What follows belongs to an exercise in optimizing a design on an open flow for small area; a production flow would make more cautious choices.
At most, simulation tests tie the RTL to the original design; equivalence was not proved.
For runs 4, 5 and 8, only the layout was checked, not whether the RTL still works.
Power is estimated from default activity; no workload was simulated.

--- design.v ---
module KF6845 (
    input   logic           clock,
    input   logic           video_clock_enable,
    input   logic           reset,
    input   logic           CS_N,
    input   logic           RS,
    input   logic           ENABLE,
    input   logic           R_OR_W,
    input   logic   [7:0]   D_IN,
    output  logic   [7:0]   D_OUT,
    input   logic           LPSTB,
    output  logic           CURSOR,
    output  logic           HSYNC,
    output  logic           VSYNC,
    output  logic   [4:0]   RA,
    output  logic   [13:0]  MA,
    output  logic           DE
);
    logic   [1:0]   bus_state;
    logic           write_pending;
    logic           write_pending_rs;
    logic   [7:0]   bus_data;
    always_ff @(posedge clock, posedge reset) begin
        if (reset) begin
            bus_state       <= 2'b00;
            write_pending   <= 1'b0;
        end
        else begin
            bus_state[1]    <= ENABLE & ~CS_N & ~R_OR_W;
            bus_state[0]    <= ENABLE & ~CS_N & RS;
            write_pending   <= bus_state[1] & ~ENABLE;
        end
    end
    always_ff @(posedge clock) begin
        write_pending_rs    <= bus_state[0];
        if (ENABLE)
            bus_data        <= D_IN;
    end
    wire    read_cycle      = ~bus_state[1] & bus_state[0];
    logic           vce;
    always_ff @(posedge clock, posedge reset) begin
        if (reset)
            vce             <= 1'b0;
        else
            vce             <= video_clock_enable;
    end
    logic   [4:0]   address;
    always_ff @(posedge clock, posedge reset) begin
        if (reset)
            address         <= 5'h00;
        else if (write_pending & ~write_pending_rs)
            address         <= bus_data[4:0];
    end
    wire    write_register  = write_pending & write_pending_rs;
    wire    wr_h_total      = write_register & (address == 5'h00);
    wire    wr_h_disp       = write_register & (address == 5'h01);
    wire    wr_h_sync_pos   = write_register & (address == 5'h02);
    wire    wr_h_sync_width = write_register & (address == 5'h03);
    wire    wr_v_total      = write_register & (address == 5'h04);
    wire    wr_v_adjust     = write_register & (address == 5'h05);
    wire    wr_v_disp       = write_register & (address == 5'h06);
    wire    wr_v_sync_pos   = write_register & (address == 5'h07);
    wire    wr_interlace    = write_register & (address == 5'h08);
    wire    wr_max_scan     = write_register & (address == 5'h09);
    wire    wr_cursor_start = write_register & (address == 5'h0A);
    wire    wr_cursor_end   = write_register & (address == 5'h0B);
    wire    wr_start_h      = write_register & (address == 5'h0C);
    wire    wr_start_l      = write_register & (address == 5'h0D);
    wire    wr_cursor_h     = write_register & (address == 5'h0E);
    wire    wr_cursor_l     = write_register & (address == 5'h0F);
    logic   [7:0]   horizontal_total;
    logic   [7:0]   horizontal_displayed;
    logic   [7:0]   horizontal_sync_position;
    logic   [3:0]   horizontal_sync_width;
    logic   [6:0]   vertical_total;
    logic   [4:0]   vertical_total_adjust;
    logic   [6:0]   vertical_displayed;
    logic   [6:0]   vertical_sync_position;
    logic   [1:0]   interlace_mode;
    logic   [4:0]   maximum_scan_line;
    logic   [1:0]   blink_config;
    logic   [4:0]   cursor_start;
    logic   [4:0]   cursor_end;
    logic   [13:0]  start_address;
    logic   [13:0]  cursor_address;
    always_ff @(posedge clock, posedge reset) begin
        if (reset) begin
            horizontal_total            <= 8'h00;
            horizontal_displayed        <= 8'h00;
            horizontal_sync_position    <= 8'h00;
            horizontal_sync_width       <= 4'h0;
            vertical_total              <= 7'h00;
            vertical_total_adjust       <= 5'h00;
            vertical_displayed          <= 7'h00;
            vertical_sync_position      <= 7'h3F;
            interlace_mode              <= 2'b00;
            maximum_scan_line           <= 5'h00;
            blink_config                <= 2'h1;
            cursor_start                <= 5'h00;
            cursor_end                  <= 5'h00;
            start_address               <= 14'h0000;
            cursor_address              <= 14'h0000;
        end
        else begin
            if (wr_h_total)         horizontal_total            <= bus_data;
            if (wr_h_disp)          horizontal_displayed        <= bus_data;
            if (wr_h_sync_pos)      horizontal_sync_position    <= bus_data;
            if (wr_h_sync_width)    horizontal_sync_width       <= bus_data[3:0];
            if (wr_v_total)         vertical_total              <= bus_data[6:0];
            if (wr_v_adjust)        vertical_total_adjust       <= bus_data[4:0];
            if (wr_v_disp)          vertical_displayed          <= bus_data[6:0];
            if (wr_v_sync_pos)      vertical_sync_position      <= bus_data[6:0];
            if (wr_interlace)       interlace_mode              <= bus_data[1:0];
            if (wr_max_scan)        maximum_scan_line           <= bus_data[4:0];
            if (wr_cursor_start) begin
                blink_config        <= bus_data[6:5];
                cursor_start        <= bus_data[4:0];
            end
            if (wr_cursor_end)      cursor_end                  <= bus_data[4:0];
            if (wr_start_h)         start_address[13:8]         <= bus_data[5:0];
            if (wr_start_l)         start_address[7:0]          <= bus_data;
            if (wr_cursor_h)        cursor_address[13:8]        <= bus_data[5:0];
            if (wr_cursor_l)        cursor_address[7:0]         <= bus_data;
        end
    end
    logic   [7:0]   horizontal_counter_n;
    wire    [7:0]   horizontal_counter = ~horizontal_counter_n;
    logic   [3:0]   horizontal_sync_width_counter;
    logic           reset_horizontal_sync_width;
    logic           Horizontal;
    logic           Horizontal_Half;
    logic           Horizontal_End;
    logic           H_Display;
    wire    [7:0]   next_horizontal_counter = (vce & Horizontal) ? 8'h00 : horizontal_counter + {7'h00, vce};
    wire    [3:0]   next_horizontal_sync_width_counter =
                        (vce & reset_horizontal_sync_width) ? 4'h0 :
                        horizontal_sync_width_counter + {3'h0, vce & HSYNC};
    wire            wire_reset_horizontal_sync_width = (next_horizontal_sync_width_counter == horizontal_sync_width);
    wire            wire_Horizontal         = (next_horizontal_counter == horizontal_total);
    wire            wire_Horizontal_Half    = (next_horizontal_counter == {1'b0, horizontal_total[7:1]});
    wire            wire_Horizontal_End     = (next_horizontal_counter == horizontal_displayed);
    wire            wire_HSYNC_start        = (next_horizontal_counter == horizontal_sync_position);
    always_ff @(posedge clock, posedge reset) begin
        if (reset) begin
            Horizontal                      <= 1'b0;
            Horizontal_End                  <= 1'b0;
            H_Display                       <= 1'b0;
            HSYNC                           <= 1'b0;
        end
        else if (vce) begin
            Horizontal                      <= wire_Horizontal;
            Horizontal_End                  <= wire_Horizontal_End;
            if (wire_Horizontal_End)
                H_Display                   <= 1'b0;
            else if (wire_Horizontal)
                H_Display                   <= 1'b1;
            if (wire_reset_horizontal_sync_width)
                HSYNC                       <= 1'b0;
            else if (wire_HSYNC_start)
                HSYNC                       <= 1'b1;
        end
    end
    always_ff @(posedge clock, posedge reset) begin
        if (reset) begin
            horizontal_counter_n            <= 8'h00;
            horizontal_sync_width_counter   <= 4'h0;
        end
        else begin
            horizontal_counter_n            <= ~next_horizontal_counter;
            horizontal_sync_width_counter   <= next_horizontal_sync_width_counter;
        end
    end
    always_ff @(posedge clock) begin
        if (vce) begin
            reset_horizontal_sync_width     <= wire_reset_horizontal_sync_width;
            Horizontal_Half                 <= wire_Horizontal_Half;
        end
    end
    logic   [4:0]   scan_line_counter;
    logic   [6:0]   character_row_counter;
    logic           interlace_video;
    logic           odd_or_even;
    logic           Vadjust;
    logic           V_Display;
    logic   [3:0]   Vsync_counter;
    logic           Vsync_odd;
    logic           Vsync_even;
    logic           V_total;
    wire            line_end        = vce & Horizontal;
    wire    [4:0]   next_scan_line  = scan_line_counter + {4'h0, line_end};
    wire            Scanline_End    = line_end & (scan_line_counter == maximum_scan_line);
    always_comb begin
        if (odd_or_even)
            if (~|vertical_total_adjust)
                V_total = (character_row_counter == vertical_total);
            else
                V_total = Vadjust & (next_scan_line == vertical_total_adjust);
        else
            V_total = (Vadjust & (scan_line_counter == vertical_total_adjust));
        V_total = line_end & V_total;
    end
    wire    [6:0]   next_character_row_counter =
                        V_total ? 7'h00 : character_row_counter + {6'h00, Scanline_End};
    always_ff @(posedge clock, posedge reset) begin
        if (reset) begin
            scan_line_counter       <= 5'h00;
            character_row_counter   <= 7'h00;
            interlace_video         <= 1'b0;
            odd_or_even             <= 1'b1;
            Vadjust                 <= 1'b0;
            V_Display               <= 1'b0;
            RA                      <= 5'h00;
            Vsync_odd               <= 1'b0;
            Vsync_even              <= 1'b0;
        end
        else begin
            scan_line_counter       <= (V_total | Scanline_End) ? 5'h00 : next_scan_line;
            character_row_counter   <= next_character_row_counter;
            if (V_total) begin
                interlace_video     <= &interlace_mode;
                odd_or_even         <= ~interlace_mode[0] | ~odd_or_even;
            end
            if (V_total)
                Vadjust             <= 1'b0;
            else if (Scanline_End && (character_row_counter == vertical_total))
                Vadjust             <= 1'b1;
            if (next_character_row_counter == vertical_displayed)
                V_Display           <= 1'b0;
            else if (V_total)
                V_Display           <= 1'b1;
            if (V_total | Scanline_End)
                RA                  <= {4'h0, interlace_video & odd_or_even};
            else
                RA                  <= RA + {3'h0, line_end & interlace_video, line_end & ~interlace_video};
            if (line_end) begin
                if (Scanline_End && (next_character_row_counter == vertical_sync_position))
                    Vsync_odd       <= 1'b1;
                else if (&Vsync_counter)
                    Vsync_odd       <= 1'b0;
            end
            if (vce & Horizontal_Half)
                Vsync_even          <= Vsync_odd;
        end
    end
    always_ff @(posedge clock) begin
        Vsync_counter   <= (Scanline_End && (next_character_row_counter == vertical_sync_position)) ? 4'h0 : Vsync_counter + {3'h0, line_end};
    end
    assign  VSYNC   = odd_or_even ? Vsync_odd : Vsync_even;
    assign  DE      = H_Display & V_Display;
    logic   [13:0]  retrace_ma;
    logic   [13:0]  next_line_ma;
    wire    [13:0]  increment_ma = MA + {13'h0, vce};
    wire    [13:0]  next_retrace_ma = V_total ? start_address : Scanline_End ? next_line_ma : retrace_ma;
    always_ff @(posedge clock, posedge reset) begin
        if (reset) begin
            retrace_ma      <= 14'h0;
            next_line_ma    <= 14'h0;
            MA              <= 14'h0;
        end
        else begin
            MA              <= (vce & Horizontal) ? next_retrace_ma : increment_ma;
            retrace_ma      <= next_retrace_ma;
            if (vce & Horizontal_End)
                next_line_ma <= increment_ma;
        end
    end
    logic   [4:0]   field_rate_counter;
    logic           cursor_on;
    always_ff @(posedge clock, posedge reset) begin
        if (reset) begin
            field_rate_counter      <= 5'h0;
            cursor_on               <= 1'b0;
        end
        else begin
            field_rate_counter      <= field_rate_counter + {4'h0, V_total};
            case (blink_config)
                2'b00:  cursor_on   <= 1'b1;
                2'b01:  cursor_on   <= 1'b0;
                2'b10:  if (V_total & ~|field_rate_counter[3:0]) cursor_on <= ~cursor_on;
                2'b11:  if (V_total & ~|field_rate_counter[4:0]) cursor_on <= ~cursor_on;
            endcase
        end
    end
    assign  CURSOR  = (cursor_address == MA) & (cursor_start <= RA) & (RA <= cursor_end) & cursor_on;
    logic           prev_lpstb;
    logic   [13:0]  light_pen;
    always_ff @(posedge clock, posedge reset) begin
        if (reset) begin
            prev_lpstb      <= 1'b1;
            light_pen       <= 14'h0;
        end
        else if (video_clock_enable) begin
            prev_lpstb      <= LPSTB;
            if (LPSTB & ~prev_lpstb)
                light_pen   <= MA;
        end
    end
    always_comb begin
        if (read_cycle && (address == 5'h0E))
            D_OUT   = {2'b00, cursor_address[13:8]};
        else if (read_cycle && (address == 5'h0F))
            D_OUT   = cursor_address[7:0];
        else if (read_cycle && (address == 5'h10))
            D_OUT   = {2'b00, light_pen[13:8]};
        else if (read_cycle && (address == 5'h11))
            D_OUT   = light_pen[7:0];
        else
            D_OUT   = 8'hFF;
    end
endmodule
--- flow/run.sh ---
#!/bin/bash
# Own layout flow: the standard flow (standard.sh's make command and
# settings), with
#  - synthesis mapping the logic with an area-oriented abc script
#    (flow/abc_area.script, through flow/mysynth.tcl),
#  - the port buffers made of the smallest buffer cell,
#  - clock tree synthesis without dummy loads.
# Each step's full output is in orfs/logs/...; make's output is in make.log.
set -euo pipefail
HERE=$(pwd)
export MY_ABC_SCRIPT=$HERE/flow/abc_area.script
export BUFFER_PORTS_ARGS="-buffer_cell sky130_fd_sc_hd__buf_1"
export CTS_ARGS="-sink_clustering_enable -repair_clock_nets -sink_clustering_size 18 -sink_clustering_max_diameter 55 -buf_list sky130_fd_sc_hd__clkbuf_8 -dont_use_dummy_load"
sed "s#SYNTH_SCRIPT=[^ ]*#SYNTH_SCRIPT=$HERE/flow/mysynth.tcl#" standard.sh > my_standard.sh
grep -q "SYNTH_SCRIPT=$HERE/flow/mysynth.tcl" my_standard.sh
bash my_standard.sh finish > make.log 2>&1
test -f out/final.def
--- flow/abc_area.script ---
strash
dc2
dch -f
amap
strash
dc2
dch -f
amap
topo
--- flow/mysynth.tcl ---
# The standard synthesis (synth_recipe.tcl), with one change: abc maps the
# combinational logic with the script in MY_ABC_SCRIPT instead of ORFS's.
# Flip-flop mapping, register names, flattening and renaming are unchanged.
proc synth {args} { yosys synth -nofsm -noshare {*}$args }
proc abc {args} {
  set i [lsearch -exact $args -script]
  if { $i >= 0 } { set args [lreplace $args $i [expr {$i+1}] -script $::env(MY_ABC_SCRIPT)] }
  set j [lsearch -exact $args -D]
  if { $j >= 0 } { set args [lreplace $args $j [expr {$j+1}]] }
  yosys abc {*}$args
}
source $::env(SCRIPTS_DIR)/synth.tcl
# left out here: clear keep_hierarchy, flatten, clean up, hide names made inside functions, write 1_2_yosys.v
--- standard.sh ---
#!/bin/bash
# synth_recipe.tcl (not shown) runs the flow's synth.tcl, then flattens the netlist and writes it again
# the make line also repeats each setting of config.mk as NAME=value (left out here)
make -C /OpenROAD-flow-scripts/flow DESIGN_CONFIG=/design/flow/config.mk WORK_HOME=/design/flow/orfs CLKGATE_MAP_FILE= SYNTH_SCRIPT=/design/flow/synth_recipe.tcl "${@:-finish}"
--- config.mk ---
export PLATFORM = sky130hd
export DESIGN_NAME = KF6845
export DESIGN_NICKNAME = KF6845
export VERILOG_FILES = /design/flow/design.v
export SDC_FILE = /design/flow/constraint.sdc
export NUM_CORES = 4
export LEC_CHECK = 0
export ABC_AREA = 1
export CAP_MARGIN = 20
export CORE_MARGIN = 2
export CORE_UTILIZATION = 80
export PLACE_DENSITY = 0.92
export SLEW_MARGIN = 20
--- constraint.sdc ---
create_clock -name core_clock -period 5.0 [get_ports {clock}]
set_input_delay 1.0000 -clock core_clock [delete_from_list [all_inputs] [get_ports {clock}]]
set_output_delay 1.0000 -clock core_clock [all_outputs]
set_load 0.01 [all_outputs]
==> metrics.yaml, run 1 <==
outcome: "no timing/DRC/antenna violations"
power.total_uw: 3990
final.setup.tns_ns: 0
cts-root-buf: "clkbuf_8"
antenna_found_initial: 0
ctsResizeCount: 0
worstHoldStart: "bus_state[0]"
slew_headroom_pct: 20.6
synth_most_common_cell: "dfrtp_1"
cp.buffers_inverters: 3
drive_above_1_share_pct: 3.60
yosys_warnings: 1
grt_pass1_wl_mm: 42.8
hold_path_class: "flip-flop to flip-flop"
synth_edf_count: 10
period_share_pct: 86.6
syn_avg_cell_area_um2: 9.87
cpPeakStageDelay_ns: 0.51
crit_fanout: 5
setup_slack_ns: 0.669
track_usage_pct: 41.4
period_needed_ns: 4.33
grt_pass1_vias: 8564
htreeDepth: 1
die-area_um2: 13400
worst_pin_slew_ns: 1.18
leakage_uw: 0.00452
synth_area_leaders: "dfrtp_1 51%, o22ai_1 10%, clkinv_1 7.3%"
peakVddDrop_mv: 0.308
drt-total-wl_mm: 27.2
rr_worst_depth: 17
fp.dieW_um: 116
hold_viol_final: 0
critPathRequiredTime_ns: 5.38
drt.antenna.violating_nets: 0
numCtsBuffers: 17
skew_ns: 0.0492
path_cells: "clkinv_1, a222oi_1, o2111ai_1, a2111oi_4, ha_1, ha_1, clkinv_1, nor3_1, clkinv_1, nor3_1, nor2_1, a211oi_1, a22oi_1, nor3_1, o221ai_1, nor3b_1, nor2b_1"
rsz0062_at_grt: "false"
synth_top_area_share_pct: 50.9
syn_nets: 1054
syn-instance-count: 1011
postCtsSetupRepairBufs: 0
dp_slack_ns: 0.752
whs_ns: 0.418
area_growth_pct: 7.54
syn-cell-area_um2: 9980
powerDensity_nw_per_um2: 372
synth_seq_area_share_pct: 57.3
overflow: 0
synthArstFlopShare_pct: 93.4
tritoncts: "done"
max_freq_mhz: 231
rows: 40
layoutNonFillerInstCount: 1251
pin_count: 47
dp_hpwl_mm: 17.8
crit_path_top_delay_cell: "nor3b_1"
grt_max_degree: 151
crit_type: "flip-flop to flip-flop"
worstSetupStartpointType: "flip-flop"
routedWlPerCell_um: 21.7
synth_common_cells: "203 x dfrtp_1, 193 x clkinv_1, 162 x o22ai_1, 95 x nor2_1, 51 x nand2_1"
dp.cells: 1233
rr_endpoint: "Vsync_counter[0]"
num_vias: 8791
path_clk_slew_ns: 0.12
viasPerCell: 7.03
yosysTopAreaCell: "dfrtp_1"
synth_seq_cells: 227
fillers: 605
ctsHoldBuffers: 0
hold_path_depth: 0
clockBufferDepth: 3
endpoint_kind: "flip-flop"
hold_end: "write_pending_rs"
place.gp.congestion: 0.958
initial_utilization_pct: 82.4
core_area_um2: 12100
cp.arrival_ns: 4.71
die_h_um: 116
final_nets: 1128
n_antenna_cell: 0
rrSetupSlack_ns: 0.67
final-setup-viol-count: 0
drc: 0
drt_iter0_markers: 1160
cts_sinks: 227
firstDrtPassIters: 5
io_buffers: 46
ys_types: 42
maxCapViolCount: 0
drv_slew: 0
cp_top_family: "compound AO/OA/AOI/OAI gates"
clock_latency_ns: 0.51
reg2reg_from: "scan_line_counter[0]"
ys.flop_type: "dfrtp_1"
cp.depth: 17
## worst register-to-register path, stage by stage (launching register included)
cell and delay, ns:
dfrtp_1 0.43, clkinv_1 0.13, a222oi_1 0.34, o2111ai_1 0.22, a2111oi_4 0.27, ha_1 0.23, ha_1 0.18, clkinv_1 0.10
nor3_1 0.24, clkinv_1 0.12, nor3_1 0.26, nor2_1 0.09, a211oi_1 0.47, a22oi_1 0.19, nor3_1 0.16, o221ai_1 0.15
nor3b_1 0.51, nor2b_1 0.10
## stage by stage
| step | util (%) | area (um^2) |
|---|---|---|
| CTS | 88.4 | 10700 |
| detailed placement | 86.4 | 10500 |
| finish | 88.6 | 10700 |
| global placement | 86.4 | 10500 |
| global route | 88.6 | 10700 |
| floorplan | - | 9990 |
## layer usage
layer	GRT usage [%]	share of wire, %
met1	55.6	37
met2	65.3	47
met3	9.94	11
met4	19.1	5.3
met5	0	0
## final cells by class
type	count	area (um^2)	share of cell area, %
clock buffer	17	234	2.18
timing repair buffer	55	273	2.54
inverter	193	733	6.83
tap	168	210	1.96
multi-input combinational	591	3560	33.2
sequential	227	5720	53.3
## state kept, by name, summed over array words and instances (netlist names), 8 cells and up
name                      count
horizontal_displayed          8
light_pen                    14
horizontal_total              8
next_line_ma                 14
bus_data                      8
cursor_address               14
retrace_ma                   14
horizontal_counter_n          8
horizontal_sync_position      8
start_address                14
MA                           14
## cells by family after synthesis
logic type      synth area share (%)
compound gates                  22.0
flops                           57.3
simple gates                    9.96
buf+inv                         7.26
fa+ha+maj                       3.46
## power breakdown
group | switching (uW) | leakage [uW] | internal [uW] | total [uW]
clock network | 552 | 0.000122 | 308 | 860
logic | 593 | 0.00142 | 309 | 903
registers | 168 | 0.00297 | 2060 | 2230
total | 1310 | 0.00452 | 2680 | 3990
## cell usage in the layout, fill, tap and decap left out, types with 2 or more instances in the layout
| cell | count |
|---|---|
| buf_1 | 46 |
| dfxtp_1 | 5 |
| o211ai_1 | 5 |
| buf_4 | 7 |
| nor2b_1 | 7 |
| nor3b_1 | 2 |
| o21bai_1 | 2 |
| a222oi_1 | 3 |
| dfrtp_1 | 203 |
| o2111ai_1 | 3 |
| a221oi_1 | 13 |
| o22ai_1 | 162 |
| nand2_1 | 51 |
| o221ai_1 | 7 |
| a21oi_1 | 46 |
| a211oi_1 | 10 |
| and3_1 | 4 |
| nor4_1 | 5 |
| a31oi_1 | 4 |
| clkbuf_8 | 17 |
| dfstp_2 | 9 |
| and2_0 | 4 |
| o21a_1 | 5 |
| nand4_1 | 3 |
| a22o_1 | 2 |
| a2111oi_0 | 5 |
| edfxtp_1 | 10 |
| o21ai_0 | 43 |
| or3_1 | 4 |
| ha_1 | 26 |
| clkinv_1 | 191 |
| a221o_1 | 2 |
| o22a_1 | 6 |
| or4_1 | 6 |
| nor2_1 | 94 |
| nor3_1 | 27 |
| nand3_1 | 11 |
| a22oi_1 | 19 |
## worst max-delay path by stage
stage / startpoint / endpoint / slack (ns)
CTS: scan_line_counter[0] / Vsync_counter[0] / 0.75
detailed placement: vce / Vsync_counter[0] / 0.75
finish: scan_line_counter[0] / Vsync_counter[0] / 0.67
global placement: vce / Vsync_counter[1] / 0.94
global route: vce / Vsync_counter[2] / 0.30
floorplan: reset / HSYNC / 0.16
==> run 2: changes to the inputs <==
--- a/config.mk
+++ b/config.mk
@@ -8,6 +8,6 @@
 export ABC_AREA = 1
-export CAP_MARGIN = 20
+export CAP_MARGIN = 5
 export CORE_MARGIN = 2
-export CORE_UTILIZATION = 80
-export PLACE_DENSITY = 0.92
-export SLEW_MARGIN = 20
+export CORE_UTILIZATION = 70
+export PLACE_DENSITY = 0.85
+export SLEW_MARGIN = 5
==> run 2 against run 1 <==
Area after synthesis stayed put. Combinational power down 4.9%. Clock power decreased by 0.5%. Worst hold slack improved by 0.023 ns. Sequential share of layout area increased by 0.075 points. Via count down 5.6%. Non-clock buffer count stayed put. Still clean. Register-to-register slack better by 0.03 ns. Synthesized cell count unchanged.
==> metrics.yaml, run 2 <==
period_share_pct: 86.0
drive_above_1_share_pct: 3.60
critPathRequiredTime_ns: 5.37
maxCapViolCount: 0
synthArstFlopShare_pct: 93.4
initial_utilization_pct: 71.9
power.total_uw: 3940
fillers: 926
grt_pass1_wl_mm: 39.8
core_area_um2: 13900
reg2reg_from: "scan_line_counter[0]"
final_nets: 1128
whs_ns: 0.441
ys.flop_type: "dfrtp_1"
die_h_um: 123
layoutNonFillerInstCount: 1264
max_freq_mhz: 233
cts_sinks: 227
skew_ns: 0.0302
numCtsBuffers: 17
yosysTopAreaCell: "dfrtp_1"
drt-total-wl_mm: 25.3
worst_pin_slew_ns: 1.07
htreeDepth: 1
area_growth_pct: 7.39
cp.buffers_inverters: 3
dp.cells: 1246
fp.dieW_um: 123
rrSetupSlack_ns: 0.70
clockBufferDepth: 3
cp.depth: 17
crit_fanout: 5
period_needed_ns: 4.30
place.gp.congestion: 0.998
endpoint_kind: "flip-flop"
fin_area_um2: 10700
cpPeakStageDelay_ns: 0.59
routedWlPerCell_um: 20.0
synth_common_cells: "203 x dfrtp_1, 193 x clkinv_1, 162 x o22ai_1, 95 x nor2_1, 51 x nand2_1"
dp_hpwl_mm: 17.3
dpl-instance-area_um2: 10500
synth_seq_cells: 227
clock_latency_ns: 0.51
hold_path_depth: 0
cts-root-buf: "clkbuf_8"
drt_iter0_markers: 842
track_usage_pct: 34.2
postCtsSetupRepairBufs: 0
ys_types: 42
antenna_found_initial: 0
startpoint: "scan_line_counter[0]"
ctsHoldBuffers: 0
syn-cell-area_um2: 9980
synth_most_common_cell: "dfrtp_1"
cp_top_family: "compound AO/OA/AOI/OAI gates"
pin_count: 47
rows: 43
tritoncts: "done"
rsz0062_at_grt: "false"
rr_worst_depth: 17
grt_pass1_vias: 7949
crit_type: "flip-flop to flip-flop"
firstDrtPassIters: 5
io_buffers: 46
grt_max_degree: 150
multi_input_area_um2: 3560
peakVddDrop_mv: 0.346
outcome: "no timing/DRC/antenna violations"
powerDensity_nw_per_um2: 368
worstHoldStart: "bus_state[0]"
path_clk_slew_ns: 0.10
crit_path_top_delay_cell: "nor3b_1"
register_area_um2: 5720
drt.antenna.violating_nets: 0
final-setup-viol-count: 0
overflow: 0
num_vias: 8298
slew_headroom_pct: 28.3
worstSetupStartpointType: "flip-flop"
syn-instance-count: 1011
cp.arrival_ns: 4.67
layout_common_cells: "203 x dfrtp_1, 191 x clkinv_1, 162 x o22ai_1, 94 x nor2_1, 51 x nand2_1"
leakage_uw: 0.00450
synth_seq_area_share_pct: 57.3
hold_viol_final: 0
syn_nets: 1054
ctsResizeCount: 0
drc: 0
syn_avg_cell_area_um2: 9.87
viasPerCell: 6.56
synth_top_area_share_pct: 50.9
path_cells: "clkinv_1, a222oi_1, o2111ai_1, a2111oi_4, ha_1, ha_1, clkinv_1, nor3_1, clkinv_1, nor3_1, nor2_1, a211oi_1, a22oi_1, nor3_1, o221ai_1, nor3b_1, nor2b_1"
die-area_um2: 15200
final_common_cell: "dfrtp_1"
final.setup.tns_ns: 0
synth_area_leaders: "dfrtp_1 51%, o22ai_1 10%, clkinv_1 7.3%"
drv_slew: 0
synth_edf_count: 10
hold_path_class: "flip-flop to flip-flop"
yosys_warnings: 1
[run 2: area by class of cell]
class / instances / area share, %
flip-flops and latches: 227 / 53.4
multi-input cells: 591 / 33.2
inverters: 193 / 6.84
repair buffers: 55 / 2.24
clock buffers: 17 / 2.18
well taps: 180 / 2.10
diodes: 1 / 0.0234
[run 2: report_power, final]
group	internal [uW]	switching [uW]	total (uW)
combinational	306	553	859
sequential	2060	165	2220
clock	308	548	856
[run 2: kinds of logic (layout without fill, tap and decap cells)]
kind of cell	after synthesis	in the layout	share of synthesized area (%)
other	0	1	0
adders and majority gates	27	27	3.46
AOI/OAI and AO/OA	342	342	22.0
buffers and inverters	193	265	7.26
DFF	227	227	57.3
and+or+nand+nor	222	222	9.96
[run 2: metal layers]
metal | routed length (um) | vias up | GRT usage [%]
met1 | 10500 | 3985 | 48.5
met2 | 11600 | 420 | 53.1
met3 | 2470 | 74 | 7.98
met4 | 736 | 0 | 10.4
met5 | 0 | - | 0
li1 | - | 3819 | -
[run 2: stage by stage]
step / util [%] / worst slack [ns]
2_1_floorplan: - / 0.159
3_3_place_gp: 75.5 / 0.956
3_5_place_dp: 75.5 / 0.846
4_1_cts: 77.2 / 0.698
5_1_grt: 77.2 / 0.276
6_report: 77.2 / 0.700
[run 2: path summary, 6_finish.rpt]
kind,endpoint
worst min register to register,write_pending_rs
worst max-delay path,Vsync_counter[1]
worst min-delay path,write_pending_rs
worst max register to register,Vsync_counter[1]
min in group asynchronous,character_row_counter[5]
max in group asynchronous,maximum_scan_line[1]
==> run 3: changes to the inputs <==
--- a/config.mk
+++ b/config.mk
@@ -8,3 +8,3 @@
 export ABC_AREA = 1
-export CAP_MARGIN = 5
+export CAP_MARGIN = 20
 export CORE_MARGIN = 2
@@ -12,2 +12,2 @@
 export PLACE_DENSITY = 0.85
-export SLEW_MARGIN = 5
+export SLEW_MARGIN = 20
==> run 3 against run 2 <==
Die area did not move. Combinational power barely moved. Global-route usage did not move. Clock power barely moved. Critical endpoint unchanged. Non-clock buffer count did not move. Utilization barely moved. Sequential share of layout area barely moved.
==> metrics.yaml, run 3 <==
synthArstFlopShare_pct: 93.4
rows: 43
hold_path_class: "flip-flop to flip-flop"
layoutNonFillerInstCount: 1264
skew_ns: 0.0310
antenna_found_initial: 0
drt_iter0_markers: 839
grt_max_degree: 150
crit_path_top_delay_cell: "nor3b_1"
layout_common_cells: "203 x dfrtp_1, 191 x clkinv_1, 162 x o22ai_1, 94 x nor2_1, 51 x nand2_1"
synth_common_cells: "203 x dfrtp_1, 193 x clkinv_1, 162 x o22ai_1, 95 x nor2_1, 51 x nand2_1"
worst_pin_slew_ns: 1.05
rsz0062_at_grt: "false"
fin_area_um2: 10700
postCtsSetupRepairBufs: 0
power.total_uw: 3940
fillers: 926
worstSetupStartpointType: "flip-flop"
final-setup-viol-count: 0
yosysTopAreaCell: "dfrtp_1"
syn-cell-area_um2: 9980
synth_seq_cells: 227
ctsHoldBuffers: 0
peakVddDrop_mv: 0.338
grt_pass1_wl_mm: 39.8
endpoint_kind: "flip-flop"
tritoncts: "done"
synth_most_common_cell: "dfrtp_1"
drt.antenna.violating_nets: 0
clock_latency_ns: 0.51
drive_above_1_share_pct: 3.60
synth_edf_count: 10
drv_slew: 0
viasPerCell: 6.54
ys_types: 42
io_buffers: 46
ys.flop_type: "dfrtp_1"
syn-instance-count: 1011
period_share_pct: 85.7
num_vias: 8265
dp_hpwl_mm: 17.3
period_needed_ns: 4.28
leakage_uw: 0.00451
die_h_um: 123
final.setup.tns_ns: 0
core_area_um2: 13900
max_freq_mhz: 233
dp.cells: 1246
clockBufferDepth: 3
cpPeakStageDelay_ns: 0.59
syn_avg_cell_area_um2: 9.87
cp.arrival_ns: 4.66
firstDrtPassIters: 7
place.gp.congestion: 0.998
cts-root-buf: "clkbuf_8"
slew_headroom_pct: 29.6
final_common_cell: "dfrtp_1"
area_growth_pct: 7.44
outcome: "no timing/DRC/antenna violations"
crit_type: "flip-flop to flip-flop"
path_cells: "clkinv_1, a222oi_1, o2111ai_1, a2111oi_4, ha_1, ha_1, clkinv_1, nor3_1, clkinv_1, nor3_1, nor2_1, a211oi_1, a22oi_1, nor3_1, o221ai_1, nor3b_1, nor2b_1"
ctsResizeCount: 0
critPathRequiredTime_ns: 5.37
synth_area_leaders: "dfrtp_1 51%, o22ai_1 10%, clkinv_1 7.3%"
die-area_um2: 15200
yosys_warnings: 1
hold_viol_final: 0
htreeDepth: 1
pin_count: 47
syn_nets: 1054
overflow: 0
routedWlPerCell_um: 20.0
dpl-instance-area_um2: 10500
maxCapViolCount: 0
cts_sinks: 227
track_usage_pct: 34.2
synth_seq_area_share_pct: 57.3
fp.dieW_um: 123
drc: 0
post-route-util_pct: 77.2
path_clk_slew_ns: 0.10
final_nets: 1128
initial_utilization_pct: 71.9
crit_fanout: 5
drt-total-wl_mm: 25.3
numCtsBuffers: 17
grt_pass1_vias: 7949
powerDensity_nw_per_um2: 367
synth_top_area_share_pct: 50.9
-- run 3: final timing paths --
check / start / endpoint / slack, ns / cells past startpoint
setup / recovery: scan_line_counter[0] / Vsync_counter[1] / 0.72 / 17
hold / removal: bus_state[0] / write_pending_rs / 0.44 / 0
setup reg to reg: scan_line_counter[0] / Vsync_counter[1] / 0.72 / 17
hold reg to reg: bus_state[0] / write_pending_rs / 0.44 / 0
max in group asynchronous: reset / maximum_scan_line[2] / 3.35 / 3
min in group asynchronous: reset / character_row_counter[5] / 0.63 / 2
-- run 3: final cells by class --
class | instances | area, um^2 | share of cell area, %
Inverter | 193 | 738 | 6.89
Sequential cell | 227 | 5720 | 53.3
Tap cell | 180 | 225 | 2.10
Timing Repair Buffer | 55 | 240 | 2.24
Clock buffer | 17 | 234 | 2.18
Antenna cell | 1 | 2.50 | 0.0233
Multi-Input combinational cell | 591 | 3560 | 33.2
-- run 3: cell families (layout without fill, tap and decap cells) --
| group | Yosys count | count (layout) | share of synthesized area [%] |
|---|---|---|---|
| AO/OA/AOI/OAI | 342 | 342 | 22.0 |
| adder cells (fa/ha/maj) | 27 | 27 | 3.46 |
| buffers and inverters | 193 | 265 | 7.26 |
| flip-flops | 227 | 227 | 57.3 |
| other | 0 | 1 | 0 |
| AND/OR/NAND/NOR | 222 | 222 | 9.96 |
-- run 3: worst max-delay path, delay by kind of cell, from the launching register on --
kind	cells	cell delay [ns]
AO/OA/AOI/OAI	6	1.56
AND/OR/NAND/NOR	6	1.46
adder cells (fa/ha/maj)	2	0.42
flip-flops	1	0.41
buffers and inverters	3	0.30
-- run 3: per-stage QoR --
step / hold slack (ns) / setup slack, ns
after floorplan: 0.367 / 0.159
after global placement: 0.387 / 0.956
after detailed placement: 0.392 / 0.846
after CTS: 0.423 / 0.698
after global routing: 0.437 / 0.276
final: 0.439 / 0.716
-- run 3: layer usage --
| metal | global-route usage (%) | wire length [um] | part of all wire [%] |
|---|---|---|---|
| met4 | 10.4 | 652 | 2.6 |
| met1 | 48.5 | 10500 | 41 |
| met5 | 0 | 0 | 0 |
| met3 | 7.98 | 2450 | 9.7 |
| met2 | 53.1 | 11700 | 46 |
-- run 3: report_power, final --
part	internal, uW	total [uW]	switching (uW)
clock	308	853	545
sequential	2060	2220	165
combinational	306	860	553
==> run 4: changes to the inputs <==
--- a/design.v
+++ b/design.v
@@ -20,3 +20,2 @@
     logic           write_pending;
-    logic           write_pending_rs;
     logic   [7:0]   bus_data;
@@ -30,3 +29,3 @@
             bus_state[0]    <= ENABLE & ~CS_N & RS;
-            write_pending   <= bus_state[1] & ~ENABLE;
+            write_pending   <= bus_state[1] & bus_state[0] & ~ENABLE;
         end
@@ -34,3 +33,2 @@
     always_ff @(posedge clock) begin
-        write_pending_rs    <= bus_state[0];
         if (ENABLE)
@@ -50,6 +48,6 @@
             address         <= 5'h00;
-        else if (write_pending & ~write_pending_rs)
+        else if (bus_state[1] & ~bus_state[0] & ~ENABLE)
             address         <= bus_data[4:0];
     end
-    wire    write_register  = write_pending & write_pending_rs;
+    wire    write_register  = write_pending;
     wire    wr_h_total      = write_register & (address == 5'h00);
==> run 4 against run 3 <==
Still clean on timing, DRC and antenna. Largest cell class unchanged. Utilization is 0.25 points lower. First-iteration DRC count is 9.9% lower. Register-to-register slack worse by 0.28 ns. Cell count stayed put. Cell area hardly changed. Setup slack worse by 0.28 ns. Area after synthesis is 0.23% higher. Largest power group unchanged. Worst hold slack better by 0.024 ns. Sequential power hardly changed. Die area is 0.22% higher. Via count hardly changed.
==> metrics.yaml, run 4 <==
outcome: "no timing/DRC/antenna violations"
cts-root-buf: "clkbuf_8"
leakage_uw: 0.00454
period_share_pct: 91.4
pin_count: 47
drt-total-wl_mm: 24.9
ctsHoldBuffers: 0
drv_slew: 0
die-area_um2: 15300
worst_pin_slew_ns: 0.881
crit_path_top_delay_cell: "dfrtp_1"
synth_seq_cells: 226
synth_most_common_cell: "dfrtp_1"
endpoint_kind: "flip-flop"
cts_sinks: 226
initial_utilization_pct: 71.8
cp.arrival_ns: 4.97
io_buffers: 46
num_vias: 8263
area_growth_pct: 7.26
fp.dieW_um: 124
synth_top_area_share_pct: 50.8
powerDensity_nw_per_um2: 365
antenna_found_initial: 0
drt.antenna.violating_nets: 0
critPathRequiredTime_ns: 5.40
routedWlPerCell_um: 19.7
drt_iter0_markers: 756
worst_path_most_repeated_cell: "clkinv_1"
peakVddDrop_mv: 0.251
yosysTopAreaCell: "dfrtp_1"
cpPeakStageDelay_ns: 0.56
final_common_cell: "dfrtp_1"
syn-cell-area_um2: 10000
maxCapViolCount: 0
die_h_um: 124
ys_types: 45
layout_common_cells: "203 x dfrtp_1, 191 x clkinv_1, 150 x o22ai_1, 105 x nor2_1, 54 x nand2_1"
path_cells: "clkinv_1, nor2_4, buf_4, o211ai_1, a2111oi_0, ha_1, ha_1, clkinv_1, nor3_1, clkinv_1, nor3_1, nor2_1, a211oi_2, o22ai_1, a2111oi_1, buf_4, a211oi_1"
synth_edf_count: 10
rsz0062_at_grt: "false"
syn_avg_cell_area_um2: 9.87
final-setup-viol-count: 0
place.gp.congestion: 0.919
postCtsSetupRepairBufs: 0
slew_headroom_pct: 40.9
worstSetupStartpointType: "flip-flop"
htreeDepth: 1
period_needed_ns: 4.57
firstDrtPassIters: 5
drive_above_1_share_pct: 3.51
crit_fanout: 31
syn_nets: 1056
viasPerCell: 6.54
dp_hpwl_mm: 17.2
synth_seq_area_share_pct: 57.0
tritoncts: "done"
crit_type: "flip-flop to flip-flop"
rows: 43
grt_max_degree: 110
clock_latency_ns: 0.53
yosys_warnings: 1
overflow: 0
synth_area_leaders: "dfrtp_1 51%, o22ai_1 9.4%, clkinv_1 7.2%"
synth_common_cells: "203 x dfrtp_1, 192 x clkinv_1, 150 x o22ai_1, 106 x nor2_1, 54 x nand2_1"
core_area_um2: 13900
syn-instance-count: 1013
final.setup.tns_ns: 0
synthArstFlopShare_pct: 93.8
grt_pass1_vias: 7854
drc: 0
n_antenna_cell: 0
hold_path_class: "flip-flop to flip-flop"
hold_viol_final: 0
path_clk_slew_ns: 0.11
skew_ns: 0.0366
final_nets: 1129
power.total_uw: 3910
clockBufferDepth: 3
grt_pass1_wl_mm: 40.1
max_freq_mhz: 219
ys.flop_type: "dfrtp_1"
track_usage_pct: 34.2
numCtsBuffers: 16
## run 4: changes by cell type after synthesis, sizes merged, moves of 3 or more
cell    change
a21oi       -3
nand2       +3
nand3       -3
nand4       +5
nor2       +11
nor3        -4
o21ai       -3
o221ai      +6
o22ai      -12
or3         -3
or4         -3
## run 4: cells by family after synthesis
| group | Yosys count | share of synthesized area (%) |
|---|---|---|
| compound gates | 339 | 22.2 |
| fa+ha+maj | 27 | 3.45 |
| buf+inv | 192 | 7.21 |
| flops | 226 | 57.0 |
| simple gates | 229 | 10.1 |
## run 4: final cells by class
type / count / area [um^2]
Tap cell: 180 / 225
Clock buffer: 16 / 220
Timing Repair Buffer: 55 / 253
Inverter: 192 / 728
Fill cell: 957 / 3210
Multi-Input combinational cell: 595 / 3600
Sequential cell: 226 / 5700
## run 4: path summary, 6_finish.rpt
| kind | slack (ns) | cells past startpoint | startpoint | end |
|---|---|---|---|---|
| worst max register to register | 0.43 | 17 | vce | Vsync_counter[2] |
| worst min-delay path | 0.46 | 1 | Vsync_counter[2] | Vsync_counter[2] |
| min in group asynchronous | 0.64 | 2 | reset | vertical_total[0] |
| worst max-delay path | 0.43 | 17 | vce | Vsync_counter[2] |
| max in group asynchronous | 3.35 | 3 | reset | next_line_ma[0] |
| worst min register to register | 0.46 | 1 | Vsync_counter[2] | Vsync_counter[2] |
## run 4: metal layers
metal  up-vias  share of wire [%]  GRT usage (%)
met3        70                7.2           5.95
met5         -                  0              0
met4         0                3.1           10.9
met2       390                 47           53.8
met1      3981                 43           49.1
li1       3822                  -              -
## run 4: power breakdown
part | leakage [uW] | internal (uW) | switching (uW)
clock network | 0.000115 | 291 | 544
logic | 0.00147 | 309 | 554
registers | 0.00296 | 2050 | 165
## run 4: worst max-delay path, delay by kind of cell (launching register included)
kind	cells	cell delay, ns
flip-flops	1	0.56
AND/OR/NAND/NOR	4	0.83
adder cells (fa/ha/maj)	2	0.47
buffers and inverters	5	1.10
AO/OA/AOI/OAI	6	1.48
## run 4: timing repair
| item | CTS | global route |
|---|---|---|
| hold endpoints to repair | 0 | 0 |
| endpoints found under the setup margin | 0 | 5 |
| gates resized for setup | 0 | 1 |
## run 4: through the flow
step | hold slack, ns | setup slack, ns | cell area (um^2) | instances | utilization (%)
4_1_cts | 0.468 | 0.317 | 10700 | 1264 | 76.9
2_1_floorplan | 0.433 | 0.00294 | 10000 | 1013 | -
6_report | 0.463 | 0.432 | 10700 | 1264 | 77.0
3_5_place_dp | 0.451 | 0.347 | 10500 | 1248 | 75.4
5_1_grt | 0.492 | 0.0154 | 10700 | 1264 | 77.0
3_3_place_gp | 0.445 | 0.637 | 10500 | 1248 | 75.4
==> run 5: changes to the inputs <==
--- a/flow/run.sh
+++ b/flow/run.sh
@@ -7,2 +7,3 @@
 #  - clock tree synthesis without dummy loads.
+#  - non-critical gates downsized after global routing (RECOVER_POWER).
 # Each step's full output is in orfs/logs/...; make's output is in make.log.
@@ -12,2 +13,3 @@
 export BUFFER_PORTS_ARGS="-buffer_cell sky130_fd_sc_hd__buf_1"
+export RECOVER_POWER=100
 export CTS_ARGS="-sink_clustering_enable -repair_clock_nets -sink_clustering_size 18 -sink_clustering_max_diameter 55 -buf_list sky130_fd_sc_hd__clkbuf_8 -dont_use_dummy_load"
==> run 5 against run 4 <==
Now fails the layout checks on max-capacitance violations, max-slew violations. Register-to-register slack is essentially flat. Utilization shrank 0.26 points. Clock power is essentially flat. Setup slack lost 0.0055 ns. Die area is the same. Global-route usage is the same. Cell count is the same. Count of clock-buffer cells in the layout is the same. Worst hold slack is essentially flat. Flip-flop and latch count is the same. Critical path type unchanged. Highest routed layer unchanged.
==> metrics.yaml, run 5 <==
outcome: "finished with violations"
check.faults: "max-capacitance violations, max-slew violations"
dp_hpwl_mm: 17.2
firstDrtPassIters: 7
cts-root-buf: "clkbuf_8"
area_growth_pct: 6.89
syn_nets: 1056
met2_wirelength_mm: 11.6
cp.arrival_ns: 4.98
multi_input_area_um2: 3600
syn-instance-count: 1013
rows: 43
num_vias: 8291
io_buffers: 46
tritoncts: "done"
crit_type: "flip-flop to flip-flop"
hold_path_depth: 1
ys.flop_type: "dfrtp_1"
dpl-instance-area_um2: 10500
routedWlPerCell_um: 19.7
peakVddDrop_mv: 0.249
final_common_cell: "dfrtp_1"
drv_slew: 217
pin_count: 47
clockBufferDepth: 3
final_nets: 1129
ctsResizeCount: 0
initial_utilization_pct: 71.8
track_usage_pct: 34.2
synthArstFlopShare_pct: 93.8
numCtsBuffers: 16
drt-total-wl_mm: 24.9
final.setup.tns_ns: 0
die-area_um2: 15300
crit_fanout: 31
rrSetupSlack_ns: 0.43
syn-cell-area_um2: 10000
fillers: 965
grt_pass1_vias: 7854
syn_avg_cell_area_um2: 9.87
core_area_um2: 13900
place.gp.congestion: 0.919
synth_area_leaders: "dfrtp_1 51%, o22ai_1 9.4%, clkinv_1 7.2%"
dr_wl_met3_mm: 1.99
yosysTopAreaCell: "dfrtp_1"
wl_met1_mm: 10.5
ctsHoldBuffers: 0
synth_common_cells: "203 x dfrtp_1, 192 x clkinv_1, 150 x o22ai_1, 106 x nor2_1, 54 x nand2_1"
worstSetupStartpointType: "flip-flop"
hold_path_class: "flip-flop to flip-flop"
hold_viol_final: 0
synth_top_area_share_pct: 50.8
synth_seq_cells: 226
path_clk_slew_ns: 0.11
clock_latency_ns: 0.53
overflow: 0
synth_seq_area_share_pct: 57.0
drt_iter0_markers: 832
grt_max_degree: 110
rr_worst_depth: 17
htreeDepth: 1
period_needed_ns: 4.57
fin_area_um2: 10700
max_freq_mhz: 219
critPathRequiredTime_ns: 5.41
final-setup-viol-count: 0
synth_most_common_cell: "dfrtp_1"
postCtsSetupRepairBufs: 0
drt.antenna.violating_nets: 0
viasPerCell: 6.56
fp.dieW_um: 124
powerDensity_nw_per_um2: 366
cts_sinks: 226
top_layer: "met4"
leakage_uw: 0.00452
antenna_found_initial: 0
endpoint_kind: "flip-flop"
register_area_um2: 5700
die_h_um: 124
rsz0062_at_grt: "false"
yosys_warnings: 1
period_share_pct: 91.5
skew_ns: 0.0347
worst_pin_slew_ns: 2.27
drc: 0
slew_headroom_pct: -51.4
drive_above_1_share_pct: 3.04
ys_types: 45
n_antenna_cell: 0
synth_edf_count: 10
layout_common_cells: "203 x dfrtp_1, 191 x clkinv_1, 150 x o22ai_1, 105 x nor2_1, 54 x nand2_1"
grt_pass1_wl_mm: 40.1
maxCapViolCount: 3
==> run 5: cell types whose count changed in the layout (fill, tap and decap cells not counted) <==
cell | previous run | this run
clkbuf_2 | 0 | 1
clkbuf_1 | 0 | 4
nor4b_2 | 1 | 0
o21ai_1 | 1 | 0
nor4b_1 | 1 | 2
buf_12 | 1 | 0
buf_1 | 46 | 45
inv_8 | 1 | 0
dfstp_2 | 9 | 8
o21ai_0 | 40 | 41
buf_4 | 8 | 5
clkinvlp_4 | 0 | 1
dfstp_1 | 0 | 1
==> run 5: per-layer routing <==
layer | track usage, % | vias to the layer above
met5 | 0 | -
met4 | 10.9 | 0
met3 | 5.95 | 83
met2 | 53.8 | 429
met1 | 49.1 | 3953
li1 | - | 3826
==> run 5: worst paths after layout <==
kind / startpoint / end
min in group asynchronous: reset / vertical_total[5]
max in group asynchronous: reset / next_line_ma[0]
max: vce / Vsync_counter[2]
min: Vsync_counter[2] / Vsync_counter[2]
min reg2reg: Vsync_counter[2] / Vsync_counter[2]
max reg2reg: vce / Vsync_counter[2]
==> run 5: power breakdown <==
part / switching [uW] / leakage, uW / internal, uW
Combinational: 554 / 0.00144 / 307
Sequential: 165 / 0.00296 / 2050
Clock: 545 / 0.000115 / 291
Total: 1260 / 0.00452 / 2650
==> run 5: cells by family after synthesis <==
kind of cell | count (synthesis) | share of synthesized area, %
flops | 226 | 57.0
compound gates | 339 | 22.2
buf+inv | 192 | 7.21
simple gates | 229 | 10.1
fa+ha+maj | 27 | 3.45
==> run 5: worst max-delay path, cell delays in order (launching register included) <==
cell and delay [ns]:
dfrtp_1 0.56, clkinv_1 0.33, nor2_4 0.20, buf_4 0.35
o211ai_1 0.15, a2111oi_0 0.42, ha_1 0.28, ha_1 0.19
clkinv_1 0.08, nor3_1 0.24, clkinv_1 0.12, nor3_1 0.30
nor2_1 0.10, a211oi_2 0.36, o22ai_1 0.12, a2111oi_1 0.40
buf_4 0.21, a211oi_1 0.05
==> run 5: stage by stage <==
stage | std cells | hold WS, ns | util (%) | total power [uW] | setup WS (ns)
global route | 1264 | 0.492 | 76.7 | 4100 | 0.0106
finish | 1264 | 0.463 | 76.7 | 3910 | 0.426
CTS | 1264 | 0.468 | 76.9 | 3910 | 0.317
detailed placement | 1248 | 0.451 | 75.4 | 3090 | 0.347
global placement | 1248 | 0.445 | 75.4 | 3060 | 0.637
floorplan | 1013 | 0.433 | - | 2810 | 0.00294
==> run 5: area by class of cell <==
| cell class | count | share of cell area (%) |
|---|---|---|
| timing repair buffer | 55 | 2.12 |
| clock buffer | 16 | 2.06 |
| multi-input combinational | 595 | 33.6 |
| sequential | 226 | 53.3 |
| tap | 180 | 2.11 |
| inverter | 192 | 6.78 |
==> run 6: changes to the inputs <==
--- a/design.v
+++ b/design.v
@@ -186,2 +186,3 @@
     logic           V_total;
+    logic           RA_start;
     wire            line_end        = vce & Horizontal;
@@ -209,3 +210,3 @@
             V_Display               <= 1'b0;
-            RA                      <= 5'h00;
+            RA_start                <= 1'b0;
             Vsync_odd               <= 1'b0;
@@ -229,5 +230,3 @@
             if (V_total | Scanline_End)
-                RA                  <= {4'h0, interlace_video & odd_or_even};
-            else
-                RA                  <= RA + {3'h0, line_end & interlace_video, line_end & ~interlace_video};
+                RA_start            <= interlace_video & odd_or_even;
             if (line_end) begin
@@ -245,2 +244,4 @@
     end
+    assign  RA      = interlace_video ? {scan_line_counter[3:0], RA_start}
+                                      : scan_line_counter + {4'h0, RA_start};
     assign  VSYNC   = odd_or_even ? Vsync_odd : Vsync_even;
--- a/flow/run.sh
+++ b/flow/run.sh
@@ -7,3 +7,2 @@
 #  - clock tree synthesis without dummy loads.
-#  - non-critical gates downsized after global routing (RECOVER_POWER).
 # Each step's full output is in orfs/logs/...; make's output is in make.log.
@@ -13,3 +12,2 @@
 export BUFFER_PORTS_ARGS="-buffer_cell sky130_fd_sc_hd__buf_1"
-export RECOVER_POWER=100
 export CTS_ARGS="-sink_clustering_enable -repair_clock_nets -sink_clustering_size 18 -sink_clustering_max_diameter 55 -buf_list sky130_fd_sc_hd__clkbuf_8 -dont_use_dummy_load"
--- a/config.mk
+++ b/config.mk
@@ -10,4 +10,4 @@
 export CORE_MARGIN = 2
-export CORE_UTILIZATION = 70
-export PLACE_DENSITY = 0.85
+export CORE_UTILIZATION = 75
+export PLACE_DENSITY = 0.88
 export SLEW_MARGIN = 20
==> run 6 against run 5 <==
Now clean on timing, DRC and antenna. Sequential power down 2%. Worst hold slack better by 0.0091 ns. Non-clock buffer count increased by 3. Register-to-register slack improved by 0.24 ns. Cell area decreased by 1.1%. Count of clock-buffer cells in the layout rose by 1. Synthesized cell count shrank 1.9%. Combinational power shrank 3.8%. Largest power group unchanged. Highest routed layer unchanged.
==> metrics.yaml, run 6 <==
grt_pass1_wl_mm: 40.9
leakage_uw: 0.00446
synth_most_common_cell: "dfrtp_1"
drt_iter0_markers: 805
syn-cell-area_um2: 9830
drive_above_1_share_pct: 3.93
htreeDepth: 1
rr_endpoint: "Vsync_counter[0]"
skew_ns: 0.0429
postCtsSetupRepairBufs: 0
cp.buffers_inverters: 1
clockBufferDepth: 3
crit_end: "CURSOR"
worst_pin_slew_ns: 1.16
period_needed_ns: 4.49
die_h_um: 119
synth_compound_area_share_pct: 23.2
power.total_uw: 3850
synth_mux_area_share_pct: 0
reg2reg_from: "vce"
die-area_um2: 14000
synth_edf_count: 10
grt_max_degree: 133
cpPeakStageDelay_ns: 0.48
cp_top_family: "compound AO/OA/AOI/OAI gates"
hold_path_depth: 1
crit_fanout: 7
syn_nets: 1036
cts-root-buf: "clkbuf_8"
pin_count: 47
path_cells: "ha_1, ha_1, a21oi_1, nor2_1, o31ai_1, ha_1, and2_0, a221oi_1, a41oi_1, nor4_1, buf_1"
met2_wirelength_mm: 11.9
antenna_found_initial: 1
yosysTopAreaCell: "dfrtp_1"
num_vias: 8429
yosys.area_share.simple_pct: 9.16
final-setup-viol-count: 0
path_clk_slew_ns: 0.11
core_area_um2: 12700
numCtsBuffers: 17
grt_pass1_vias: 8345
worstSetupStartpointType: "flip-flop"
synth-adder-area-share_pct: 3.31
routedWlPerCell_um: 20.3
synth_top_family_by_area: "compound AO/OA/AOI/OAI gates"
top_layer: "met4"
drt.antenna.violating_nets: 0
drt-total-wl_mm: 25.2
fillers: 798
worst_path_most_repeated_cell: "ha_1"
ys_types: 44
rsz0062_at_grt: "false"
wl_met1_mm: 9.66
slew_headroom_pct: 22.0
crit_path_top_delay_cell: "dfrtp_1"
syn-instance-count: 994
layout_common_cells: "199 x dfrtp_1, 191 x clkinv_1, 151 x o22ai_1, 87 x nor2_1, 51 x nand2_1"
ctsHoldBuffers: 0
hold_path_class: "flip-flop to flip-flop"
drc: 0
rr_worst_depth: 18
hold_viol_final: 0
ctsResizeCount: 0
register_area_um2: 5600
multi_input_area_um2: 3530
overflow: 0
crit_type: "flip-flop to output port"
yosys_warnings: 1
final.setup.tns_ns: 0
synth_common_cells: "199 x dfrtp_1, 193 x clkinv_1, 151 x o22ai_1, 88 x nor2_1, 51 x nand2_1"
cp.depth: 11
tritoncts: "done"
max_freq_mhz: 223
fp.dieW_um: 119
synth_top_area_share_pct: 50.6
area_growth_pct: 7.49
dp_hpwl_mm: 17.2
maxCapViolCount: 0
synthXorXnorAreaFrac_pct: 0.0891
cp.arrival_ns: 3.49
ys.flop_type: "dfrtp_1"
clock_latency_ns: 0.52
outcome: "no timing/DRC/antenna violations"
syn_avg_cell_area_um2: 9.89
synth_area_leaders: "dfrtp_1 51%, o22ai_1 9.6%, clkinv_1 7.4%"
synth_seq_area_share_pct: 56.9
rrSetupSlack_ns: 0.67
track_usage_pct: 36.6
place.gp.congestion: 0.953
cts_sinks: 222
rows: 41
period_share_pct: 89.8
final_common_cell: "dfrtp_1"
peakVddDrop_mv: 0.338
initial_utilization_pct: 77.3
critPathRequiredTime_ns: 4.00
startpoint: "scan_line_counter[0]"
viasPerCell: 6.79
endpoint_kind: "output port"
dr_wl_met3_mm: 2.48
final_nets: 1113
synthArstFlopShare_pct: 93.7
synth_seq_cells: 222
firstDrtPassIters: 7
drv_slew: 0
io_buffers: 46
powerDensity_nw_per_um2: 364
-- run 6: how the worst min path moves through the flow --
stage / start / end / slack [ns]
2_1_floorplan: Vsync_counter[2] / Vsync_counter[2] / 0.43
3_3_place_gp: Horizontal_Half / Vsync_even / 0.45
3_5_place_dp: blink_config[1] / cursor_on / 0.46
4_1_cts: blink_config[1] / cursor_on / 0.47
5_1_grt: field_rate_counter[4] / field_rate_counter[4] / 0.49
6_report: blink_config[1] / cursor_on / 0.47
-- run 6: per-stage QoR --
step	hold slack, ns	setup slack [ns]	cells	util [%]	instance area [um^2]
detailed placement	0.458	0.519	1224	81.2	10300
CTS	0.466	0.525	1241	83.0	10600
global route	0.487	0.191	1241	83.1	10600
finish	0.472	0.509	1242	83.1	10600
global placement	0.446	0.795	1224	81.2	10300
floorplan	0.430	0.113	994	-	9840
-- run 6: kinds of logic after synthesis --
group,count (synthesis)
adders and majority gates,26
xor gates and xnor gates,1
buffers and inverters,193
AOI/OAI and AO/OA,347
and+or+nand+nor,205
DFF,222
-- run 6: report_power, final --
part	switching [uW]	total, uW	leakage, uW	internal (uW)
sequential	159	2170	0.00291	2010
combinational	539	828	0.00143	288
clock	547	855	0.000122	308
total	1250	3850	0.00446	2610
-- run 6: area by class of cell --
class | instances | area share (%)
well taps | 172 | 2.04
diodes | 1 | 0.0237
clock buffers | 17 | 2.21
inverters | 193 | 6.94
repair buffers | 58 | 2.49
multi-input cells | 579 | 33.4
flip-flops and latches | 222 | 52.9
-- run 6: routing by layer --
layer,global-route usage (%),vias up
met4,17.9,0
li1,-,3787
met2,59.1,517
met5,0,-
met3,5.98,104
met1,48.9,4021
==> run 7: changes to the inputs <==
--- a/config.mk
+++ b/config.mk
@@ -10,4 +10,4 @@
 export CORE_MARGIN = 2
-export CORE_UTILIZATION = 75
-export PLACE_DENSITY = 0.88
+export CORE_UTILIZATION = 70
+export PLACE_DENSITY = 0.85
 export SLEW_MARGIN = 20
==> run 7 against run 6 <==
Wire length down 3.6%. Global-route usage is 2.6 points lower. Setup slack worse by 0.0038 ns. Synthesized cell count stayed put. First-iteration DRC count is 3.6% higher. Die area up 6.9%. Utilization down 6.6 points. Area after synthesis unchanged. Combinational power about the same. Clock power fell by 0.6%. Register-to-register slack got worse by 0.13 ns. Sequential power about the same. Largest cell class unchanged. Largest power group unchanged.
==> metrics.yaml, run 7 <==
cts-root-buf: "clkbuf_8"
leakage_uw: 0.00447
power.total_uw: 3840
clock_latency_ns: 0.52
place.gp.congestion: 0.967
yosys_warnings: 1
synth_edf_count: 10
period_share_pct: 89.9
outcome: "no timing/DRC/antenna violations"
ys.flop_type: "dfrtp_1"
powerDensity_nw_per_um2: 363
track_usage_pct: 34.0
drt.antenna.violating_nets: 0
dpl-instance-area_um2: 10300
rr_worst_depth: 20
rsz0062_at_grt: "false"
synth_common_cells: "199 x dfrtp_1, 193 x clkinv_1, 151 x o22ai_1, 88 x nor2_1, 51 x nand2_1"
antenna_found_initial: 0
syn-instance-count: 994
synth_most_common_cell: "dfrtp_1"
area_growth_pct: 7.58
synth_top_area_share_pct: 50.6
path_clk_slew_ns: 0.10
cts_sinks: 222
peakVddDrop_mv: 0.270
slew_headroom_pct: 22.7
endpoint_kind: "output port"
skew_ns: 0.0626
htreeDepth: 1
fillers: 938
yosysTopAreaCell: "dfrtp_1"
synthArstFlopShare_pct: 93.7
drt-total-wl_mm: 24.3
synth_seq_cells: 222
ctsHoldBuffers: 0
overflow: 0
ctsResizeCount: 0
die-area_um2: 15000
final.setup.tns_ns: 0
layout_common_cells: "199 x dfrtp_1, 191 x clkinv_1, 151 x o22ai_1, 87 x nor2_1, 51 x nand2_1"
rows: 43
drv_slew: 0
clockBufferDepth: 3
cp.arrival_ns: 3.50
numCtsBuffers: 17
die_h_um: 123
pin_count: 47
fin_area_um2: 10600
grt_max_degree: 136
final_common_cell: "dfrtp_1"
initial_utilization_pct: 71.1
dp_slack_ns: 0.711
maxCapViolCount: 0
synth_area_leaders: "dfrtp_1 51%, o22ai_1 9.6%, clkinv_1 7.4%"
ys_types: 44
period_needed_ns: 4.50
drive_above_1_share_pct: 3.93
grt_pass1_wl_mm: 39.3
drc: 0
hold_path_depth: 1
max_freq_mhz: 222
routedWlPerCell_um: 19.5
syn_avg_cell_area_um2: 9.89
viasPerCell: 6.55
drt_iter0_markers: 834
syn-cell-area_um2: 9830
crit_fanout: 7
tritoncts: "done"
num_vias: 8190
dp_hpwl_mm: 16.8
crit_type: "flip-flop to output port"
worstSetupStartpointType: "flip-flop"
fp.dieW_um: 123
setup_slack_ns: 0.505
hold_viol_final: 0
hold_path_class: "flip-flop to flip-flop"
whs_ns: 0.463
n_antenna_cell: 0
final_nets: 1114
grt_pass1_vias: 7759
critPathRequiredTime_ns: 4.00
io_buffers: 46
worst_pin_slew_ns: 1.15
firstDrtPassIters: 6
syn_nets: 1036
synth_seq_area_share_pct: 56.9
core_area_um2: 13800
final-setup-viol-count: 0
postCtsSetupRepairBufs: 0
## run 7: final timing paths
| kind | endpoint | slack (ns) | startpoint |
|---|---|---|---|
| max | CURSOR | 0.50 | scan_line_counter[0] |
| min | Vsync_counter[2] | 0.46 | Vsync_counter[2] |
| max reg2reg | Vsync_counter[0] | 0.54 | vce |
| min reg2reg | Vsync_counter[2] | 0.46 | Vsync_counter[2] |
| max in group asynchronous | blink_config[0] | 3.29 | reset |
| min in group asynchronous | cursor_end[2] | 0.69 | reset |
## run 7: cells by family after synthesis
kind of cell,Yosys count,share of synthesized area (%)
AOI/OAI and AO/OA,347,23.2
xor gates and xnor gates,1,0.0891
adders and majority gates,26,3.31
buffers and inverters,193,7.37
DFF,222,56.9
and+or+nand+nor,205,9.16
## run 7: critical path: stages, from the launching register on
cell      delay [ns]
dfrtp_1         0.47
ha_1            0.25
ha_1            0.20
a21oi_1         0.20
nor2_1          0.07
o31ai_1         0.45
ha_1            0.35
and2_0          0.17
a221oi_1        0.27
a41oi_1         0.11
nor4_1          0.26
buf_1           0.19
## run 7: layout make-up
cell class	count	area [um^2]	area share, %
multi-input combinational	579	3520	33.3
sequential	222	5600	52.9
inverter	193	733	6.93
tap	180	225	2.13
clock buffer	17	234	2.21
timing repair buffer	59	270	2.55
## run 7: metrics by stage
stage | util, % | std cells
after floorplan | - | 994
after global placement | 74.8 | 1233
after detailed placement | 74.8 | 1233
after CTS | 76.5 | 1250
after global routing | 76.5 | 1250
final | 76.5 | 1250
## run 7: metal layers
layer / GRT usage, % / share of wire (%) / vias to the layer above / wire length [um]
met1: 47.4 / 41 / 3912 / 10000
li1: - / - / 3790 / -
met5: 0 / 0 / - / 0
met2: 53.9 / 46 / 416 / 11200
met3: 5.90 / 8.7 / 72 / 2120
met4: 13.6 / 3.8 / 0 / 931
## run 7: where the power goes
group | total [uW] | switching (uW) | internal (uW)
Sequential | 2160 | 150 | 2010
Clock | 850 | 542 | 308
Combinational | 829 | 540 | 289
Total | 3840 | 1230 | 2610
==> run 8: changes to the inputs <==
--- a/design.v
+++ b/design.v
@@ -296,14 +296,5 @@
     end
-    always_comb begin
-        if (read_cycle && (address == 5'h0E))
-            D_OUT   = {2'b00, cursor_address[13:8]};
-        else if (read_cycle && (address == 5'h0F))
-            D_OUT   = cursor_address[7:0];
-        else if (read_cycle && (address == 5'h10))
-            D_OUT   = {2'b00, light_pen[13:8]};
-        else if (read_cycle && (address == 5'h11))
-            D_OUT   = light_pen[7:0];
-        else
-            D_OUT   = 8'hFF;
-    end
+    wire            read_valid  = read_cycle & ((address[4:1] == 4'b0111) | (address[4:1] == 4'b1000));
+    wire    [13:0]  read_source = address[4] ? light_pen : cursor_address;
+    assign  D_OUT   = ~read_valid ? 8'hFF : address[0] ? read_source[7:0] : {2'b00, read_source[13:8]};
 endmodule
==> run 8 against run 7 <==
Critical path depth is 6 higher. Non-clock buffer count down 4. Die area barely moved. Global-route usage rose by 0.31 points. Wire length grew 1.3%. First-iteration DRC count is 3.0% higher. Synthesized cell count is 0.20% lower. Largest power group unchanged.
==> metrics.yaml, run 8 <==
worst_pin_slew_ns: 1.00
yosysTopAreaCell: "dfrtp_1"
overflow: 0
slew_headroom_pct: 33.1
core_area_um2: 13800
numCtsBuffers: 17
cts-root-buf: "clkbuf_8"
viasPerCell: 6.73
drt-total-wl_mm: 24.6
num_vias: 8373
ys_types: 41
path_clk_slew_ns: 0.11
syn_nets: 1034
htreeDepth: 1
yosys_warnings: 1
drt_iter0_markers: 859
routedWlPerCell_um: 19.8
peakVddDrop_mv: 0.336
maxCapViolCount: 0
die_h_um: 123
synthArstFlopShare_pct: 93.7
synth_area_leaders: "dfrtp_1 51%, o22ai_1 9.0%, clkinv_1 7.1%"
syn-instance-count: 992
rows: 43
use_met2_pct: 53.4
setup_slack_ns: 0.633
hold_viol_final: 0
cts_sinks: 222
area_growth_pct: 7.60
worstSetupStartpointType: "flip-flop"
skew_ns: 0.0648
ys.flop_type: "dfrtp_1"
drv_slew: 0
tritoncts: "done"
outcome: "no timing/DRC/antenna violations"
period_share_pct: 87.3
grt_max_degree: 145
final_common_cell: "dfrtp_1"
synth_seq_cells: 222
fillers: 963
fp.dieW_um: 123
ctsHoldBuffers: 0
synth_edf_count: 10
cp.arrival_ns: 4.71
grt_use_met1_pct: 50.5
crit_type: "flip-flop to flip-flop"
powerDensity_nw_per_um2: 369
final-setup-viol-count: 0
critPathRequiredTime_ns: 5.34
ctsResizeCount: 0
grt_most_used_layer: "met2"
synth_most_common_cell: "dfrtp_1"
dp_slack_ns: 0.719
drc: 0
leakage_uw: 0.00445
die-area_um2: 15000
antenna_found_initial: 0
crit_fanout: 29
multi_input_area_um2: 3560
period_needed_ns: 4.37
synth_top_area_share_pct: 50.6
endpoint_kind: "flip-flop"
use_met3_pct: 5.30
io_buffers: 46
final_nets: 1108
hold_path_class: "flip-flop to flip-flop"
initial_utilization_pct: 71.4
postCtsSetupRepairBufs: 0
synth_common_cells: "199 x dfrtp_1, 187 x clkinv_1, 142 x o22ai_1, 68 x nand2_1, 68 x nor2_1"
pin_count: 47
grt_pass1_wl_mm: 40.0
syn_avg_cell_area_um2: 9.91
final.setup.tns_ns: 0
rrSetupSlack_ns: 0.63
grt_pass1_vias: 7909
rsz0062_at_grt: "false"
synth_seq_area_share_pct: 56.9
layout_common_cells: "199 x dfrtp_1, 185 x clkinv_1, 142 x o22ai_1, 68 x nand2_1, 67 x nor2_1"
syn-cell-area_um2: 9830
register_area_um2: 5600
track_usage_pct: 34.3
clockBufferDepth: 3
n_antenna_cell: 0
drive_above_1_share_pct: 3.67
max_freq_mhz: 229
clock_latency_ns: 0.53
dp_hpwl_mm: 17.0
firstDrtPassIters: 6
place.gp.congestion: 0.952
drt.antenna.violating_nets: 0
## run 8: cell types whose count changed in the layout (fill, tap and decap cells not counted), moves of 4 or more
cell,previous run,this run
o21ai_0,41,62
nor2_1,87,67
nand2_1,51,68
a21oi_1,46,35
a211oi_1,13,4
o22ai_1,151,142
clkinv_1,191,185
buf_4,13,8
nor3_1,23,28
or3_1,5,0
nand4_1,4,8
## run 8: layout make-up
cell class                      count  share of cell area, %
Timing Repair Buffer               55                   2.39
Clock buffer                       17                   2.21
Tap cell                          180                   2.13
Multi-Input combinational cell    583                   33.6
Inverter                          187                   6.72
Sequential cell                   222                   52.9
## run 8: critical path: stages, from the launching register on
cell,delay (ns)
dfrtp_1,0.37
clkinv_1,0.06
buf_4,0.16
nor2_4,0.09
buf_4,0.32
o221ai_1,0.24
a2111oi_4,0.44
ha_1,0.25
ha_1,0.18
clkinv_1,0.08
nor3_1,0.25
clkinv_1,0.13
nor3_1,0.24
nor2_1,0.07
a211oi_1,0.36
a22oi_1,0.17
nor4_1,0.72
a211oi_1,0.08
## run 8: where the power goes
group | switching [uW] | leakage, uW | internal, uW | total [uW]
Clock | 540 | 0.000122 | 308 | 848
Combinational | 562 | 0.00140 | 316 | 878
Sequential | 179 | 0.00293 | 2000 | 2180
Total | 1280 | 0.00445 | 2630 | 3910
## run 8: cells by family (layout without fill, tap and decap cells)
logic type | Yosys count | in the layout | synth area share, %
DFF | 222 | 222 | 56.9
xor gates and xnor gates | 1 | 1 | 0.0891
AOI/OAI and AO/OA | 352 | 352 | 23.4
buffers and inverters | 187 | 259 | 7.14
adders and majority gates | 26 | 26 | 3.31
and+or+nand+nor | 204 | 204 | 9.15
## run 8: per-layer routing
metal | vias to the layer above | routed length [um]
met5 | - | 0
met4 | 0 | 777
met3 | 72 | 2320
met2 | 474 | 11400
met1 | 4057 | 10100
li1 | 3770 | -
## run 8: path summary, 6_finish.rpt
path,from,to,cells after the start
hold reg to reg,Horizontal_Half,Vsync_even,1
min in group asynchronous,reset,field_rate_counter[2],2
setup / recovery,vce,Vsync_counter[2],17
setup reg to reg,vce,Vsync_counter[2],17
max in group asynchronous,reset,vertical_sync_position[5],3
hold / removal,Horizontal_Half,Vsync_even,1
## run 8: metrics by stage
step | area, um^2 | utilization (%) | instances | power, uW | hold WS (ns)
global route | 10600 | 76.8 | 1244 | 4090 | 0.504
CTS | 10600 | 76.8 | 1244 | 3890 | 0.481
global placement | 10300 | 75.1 | 1227 | 3030 | 0.452
detailed placement | 10300 | 75.1 | 1227 | 3070 | 0.466
finish | 10600 | 76.8 | 1244 | 3910 | 0.477
floorplan | 9850 | - | 992 | 2780 | 0.430
